From an optimization exercise on the open Yosys and OpenROAD flow, aimed at small area; shortcuts taken in it are not production practice. In this exercise RTL edits were held to simulation tests only and were not proved equivalent to the original. No activity file was given, so power comes from the tool's default toggle rates.

==> module alarm, before the edit <==
module  alarm(
        input                   clk                     ,
        input                   rst_n                   ,
        input                   k1                      , 
        input                   k2                      ,
        input                   k3                      ,
        input                   tick                    , 
        output  reg   [ 3: 0]   sec_l                   ,
        output  reg   [ 2: 0]   sec_h                   ,
        output  reg   [ 3: 0]   min_l                   ,
        output  reg   [ 2: 0]   min_h                   ,
        output  reg   [ 3: 0]   hour_l                  ,
        output  reg   [ 1: 0]   hour_h                  ,
        output  reg   [ 3: 0]   alarm_min_l             ,
        output  reg   [ 2: 0]   alarm_min_h             ,
        output  reg   [ 3: 0]   alarm_hour_l            ,
        output  reg   [ 1: 0]   alarm_hour_h            ,
        output  reg   [ 2: 0]   adjust                  ,
        output  wire  [ 3: 0]   n_min_l                 ,
        output  wire  [ 2: 0]   n_min_h                 ,
        output  wire  [ 3: 0]   n_hour_l                ,
        output  wire  [ 1: 0]   n_hour_h                ,
        output  wire  [ 3: 0]   n_alarm_min_l           ,
        output  wire  [ 2: 0]   n_alarm_min_h           ,
        output  wire  [ 3: 0]   n_alarm_hour_l          ,
        output  wire  [ 1: 0]   n_alarm_hour_h
);
wire    [ 3: 0]                 n_sec_l                         ;
wire    [ 2: 0]                 n_sec_h                         ;
wire    [ 2: 0]                 n_adjust                        ;
wire    mode0   =   adjust == 3'd0;
wire    sec59   =   sec_l == 4'd9 && sec_h == 3'd5;
wire    min59   =   min_l == 4'd9 && min_h == 3'd5;
wire    sel_s   =   adjust == 3'd1 || (mode0 && !sec59);
wire    sel_m   =   adjust == 3'd2 || (mode0 && sec59 && !min59);
wire    sel_h   =   adjust == 3'd3 || (mode0 && sec59 && min59);
wire    sel_am  =   adjust == 3'd4;
wire    sel_ah  =   adjust == 3'd5;
wire    clr_s   =   mode0 && tick && sec59;
wire    clr_m   =   mode0 && tick && sec59 && min59;
wire    [ 3: 0]                 f_l, nf_l                       ;
wire    [ 2: 0]                 f_h, nf_h                       ;
assign  f_l     =   {4{sel_s}} & sec_l | {4{sel_m}} & min_l | {4{sel_h}} & hour_l |
                    {4{sel_am}} & alarm_min_l | {4{sel_ah}} & alarm_hour_l;
assign  f_h     =   {3{sel_s}} & sec_h | {3{sel_m}} & min_h | {3{sel_h}} & {1'b0, hour_h} |
                    {3{sel_am}} & alarm_min_h | {3{sel_ah}} & {1'b0, alarm_hour_h};
counter60 cnt_inst (.l(f_l), .h(f_h), .is24(sel_h || sel_ah),
        .inc(mode0 ? tick : k2), .dec(!mode0 && k3),
        .nl(nf_l), .nh(nf_h));
assign  n_adjust        =   !k1 ? adjust : (adjust == 3'd5) ? 3'd0 : adjust + 1'b1;
assign  n_sec_l         =   sel_s ? nf_l : clr_s ? 4'd0 : sec_l;
assign  n_sec_h         =   sel_s ? nf_h : clr_s ? 3'd0 : sec_h;
assign  n_min_l         =   sel_m ? nf_l : clr_m ? 4'd0 : min_l;
assign  n_min_h         =   sel_m ? nf_h : clr_m ? 3'd0 : min_h;
assign  n_hour_l        =   sel_h ? nf_l : hour_l;
assign  n_hour_h        =   sel_h ? nf_h[1:0] : hour_h;
assign  n_alarm_min_l   =   sel_am ? nf_l : alarm_min_l;
assign  n_alarm_min_h   =   sel_am ? nf_h : alarm_min_h;
assign  n_alarm_hour_l  =   sel_ah ? nf_l : alarm_hour_l;
assign  n_alarm_hour_h  =   sel_ah ? nf_h[1:0] : alarm_hour_h;
always @(posedge clk)begin
    if(!rst_n)begin
        sec_l <= 0; sec_h <= 0; min_l <= 0; min_h <= 0; hour_l <= 0; hour_h <= 0;
        alarm_min_l <= 0; alarm_min_h <= 0; alarm_hour_l <= 0; alarm_hour_h <= 0;
        adjust <= 0;
    end
    else begin
        sec_l <= n_sec_l; sec_h <= n_sec_h;
        min_l <= n_min_l; min_h <= n_min_h;
        hour_l <= n_hour_l; hour_h <= n_hour_h;
        alarm_min_l <= n_alarm_min_l; alarm_min_h <= n_alarm_min_h;
        alarm_hour_l <= n_alarm_hour_l; alarm_hour_h <= n_alarm_hour_h;
        adjust <= n_adjust;
    end
end
endmodule
export LEC_CHECK = 0
export CAP_MARGIN = 20
export CORE_MARGIN = 2
export CORE_UTILIZATION = 70
export SLEW_MARGIN = 20
export SYNTH_HIERARCHICAL = 1
create_clock -name core_clock -period 20.0 [get_ports {clk}]
standard.sh (not shown) runs the stock make flow with config.mk's settings and CLKGATE_MAP_FILE= SYNTH_SCRIPT=/design/flow/synth_recipe.tcl, a recipe that flattens the netlist after the stock synthesis.
==> flow/flow/run.sh <==
#!/bin/bash
# Layout flow: the standard synthesis, then the combinational logic
# between the registers is mapped again with area-oriented ABC scripts
# (registers, their names and cell types are kept as synthesis made them;
# each new netlist must be fully mapped and is proved equivalent to the
# standard one, register pins taken as cut points; the smallest is used),
# then the standard layout from floorplan to finish.
set -euo pipefail
R=orfs/results/sky130hd/top/base
LIB=$FLOW_HOME/platforms/sky130hd/lib/sky130_fd_sc_hd__tt_025C_1v80.lib
DONTUSE=$(sed 's/^/-dont_use /' flow/dont_use.txt | tr '\n' ' ')

# 1. standard synthesis
bash standard.sh synth > log_1_standard_synth.log 2>&1

# 2. re-map the combinational logic
cp $R/1_2_yosys.v netlist_standard.v
best=""; best_area=""
for abc in flow/abc_s*.abc; do
  s=$(basename $abc .abc)
  sed -e "s#@LIB@#$LIB#g" -e "s#@ABC@#$PWD/$abc#g" -e "s#@DONTUSE@#$DONTUSE#g" \
      -e "s#@OUT@#netlist_$s.v#g" -e "s#@STAT@#stat_$s.txt#g" flow/remap.ys > remap_$s.ys
  if ! timeout 600 yosys -l log_2_remap_$s.log -q remap_$s.ys > /dev/null 2>&1; then continue; fi
  [[ -s netlist_$s.v ]] || continue
  # fully mapped: no generic cells left
  if grep -q '\$_' stat_$s.txt; then echo "$s: not mapped" >> log_2_choice.log; continue; fi
  std_ff=$(grep -c "sky130_fd_sc_hd__d[f]" netlist_standard.v || true)
  new_ff=$(grep -c "sky130_fd_sc_hd__d[f]" netlist_$s.v || true)
  if [[ "$std_ff" != "$new_ff" ]]; then echo "$s: registers $new_ff vs $std_ff" >> log_2_choice.log; continue; fi
  sed -e "s#@LIB@#$LIB#g" -e "s#@GOLD@#netlist_standard.v#g" -e "s#@GATE@#netlist_$s.v#g" flow/check.ys > check_$s.ys
  if ! timeout 600 yosys -l log_2_check_$s.log -q check_$s.ys > /dev/null 2>&1; then echo "$s: not proved equivalent" >> log_2_choice.log; continue; fi
  grep -q "SUCCESS" log_2_check_$s.log || { echo "$s: no proof" >> log_2_choice.log; continue; }
  a=$(grep "Chip area" stat_$s.txt | awk '{print $NF}')
  echo "$s: area $a, equivalent" >> log_2_choice.log
  if [[ -z "$best" ]] || awk -v a="$a" -v b="$best_area" 'BEGIN{exit !(a<b)}'; then best=$s; best_area=$a; fi
done
if [[ -n "$best" ]]; then
  echo "using $best ($best_area)" >> log_2_choice.log
  sleep 1
  cp netlist_$best.v $R/1_2_yosys.v
  touch $R/1_2_yosys.v
else
  echo "using the standard netlist" >> log_2_choice.log
fi

# 3. standard layout on the new netlist
# flow/make_args.txt: one more make variable per line for these steps
args=()
if [[ -f flow/make_args.txt ]]; then
  while IFS= read -r line; do [[ -n "$line" ]] && args+=("$line"); done < flow/make_args.txt
fi
bash standard.sh "${args[@]}" finish > log_3_standard_finish.log 2>&1
Other scripts of this flow, unchanged in this note and not shown: flow/flow/abc_s1.abc, flow/flow/abc_s2.abc, flow/flow/abc_s3.abc, flow/flow/abc_s4.abc, flow/flow/abc_s5.abc, flow/flow/check.ys, flow/flow/dont_use.txt, flow/flow/make_args.txt, flow/flow/remap.ys
Next try:
--- a/flow/design.v
+++ b/flow/design.v
@@ -112,5 +112,5 @@
 assign  n_alarm_hour_l  =   sel_ah ? nf_l : alarm_hour_l;
 assign  n_alarm_hour_h  =   sel_ah ? nf_h[1:0] : alarm_hour_h;
-always @(posedge clk)begin
+always @(posedge clk or negedge rst_n)begin
     if(!rst_n)begin
         sec_l <= 0; sec_h <= 0; min_l <= 0; min_h <= 0; hour_l <= 0; hour_h <= 0;
=>
- clock-buffer cell count stays the same
- first-iteration DRC count shrinks by 13%
- register-to-register slack stays flat
- clock power is about the same
- die area grows by 0.77%
- wire length shrinks by 1.1%
- setup slack degrades by 0.023 ns

==> static timing again, ports no longer ideal <==
How much do the figures lean on ideal ports? The routed layouts below were timed once more, with nothing changed but the port constraints.
Step 1 assumes that a clkbuf_16 drives the clock port and a buf_2 every other input.
Step 2, shift: input delay + t, output delay - t, t = (earliest + latest rising clock arrival at the registers) / 2. This alone moves slack from input paths to output paths.
a / b / c = ideal ports / drivers / drivers and shift; a / b = the first two.
| run | shift t [ns] | slack for setup (ns) | cell pins on the clock port's net |
|---|---|---|---|
| the first run | 0.390 | 13.280 / 13.251 / 13.640 | 1 |
| the second run | 0.389 | 13.257 / 13.225 / 13.614 | 1 |
After both steps setup and hold are still met in every run listed.
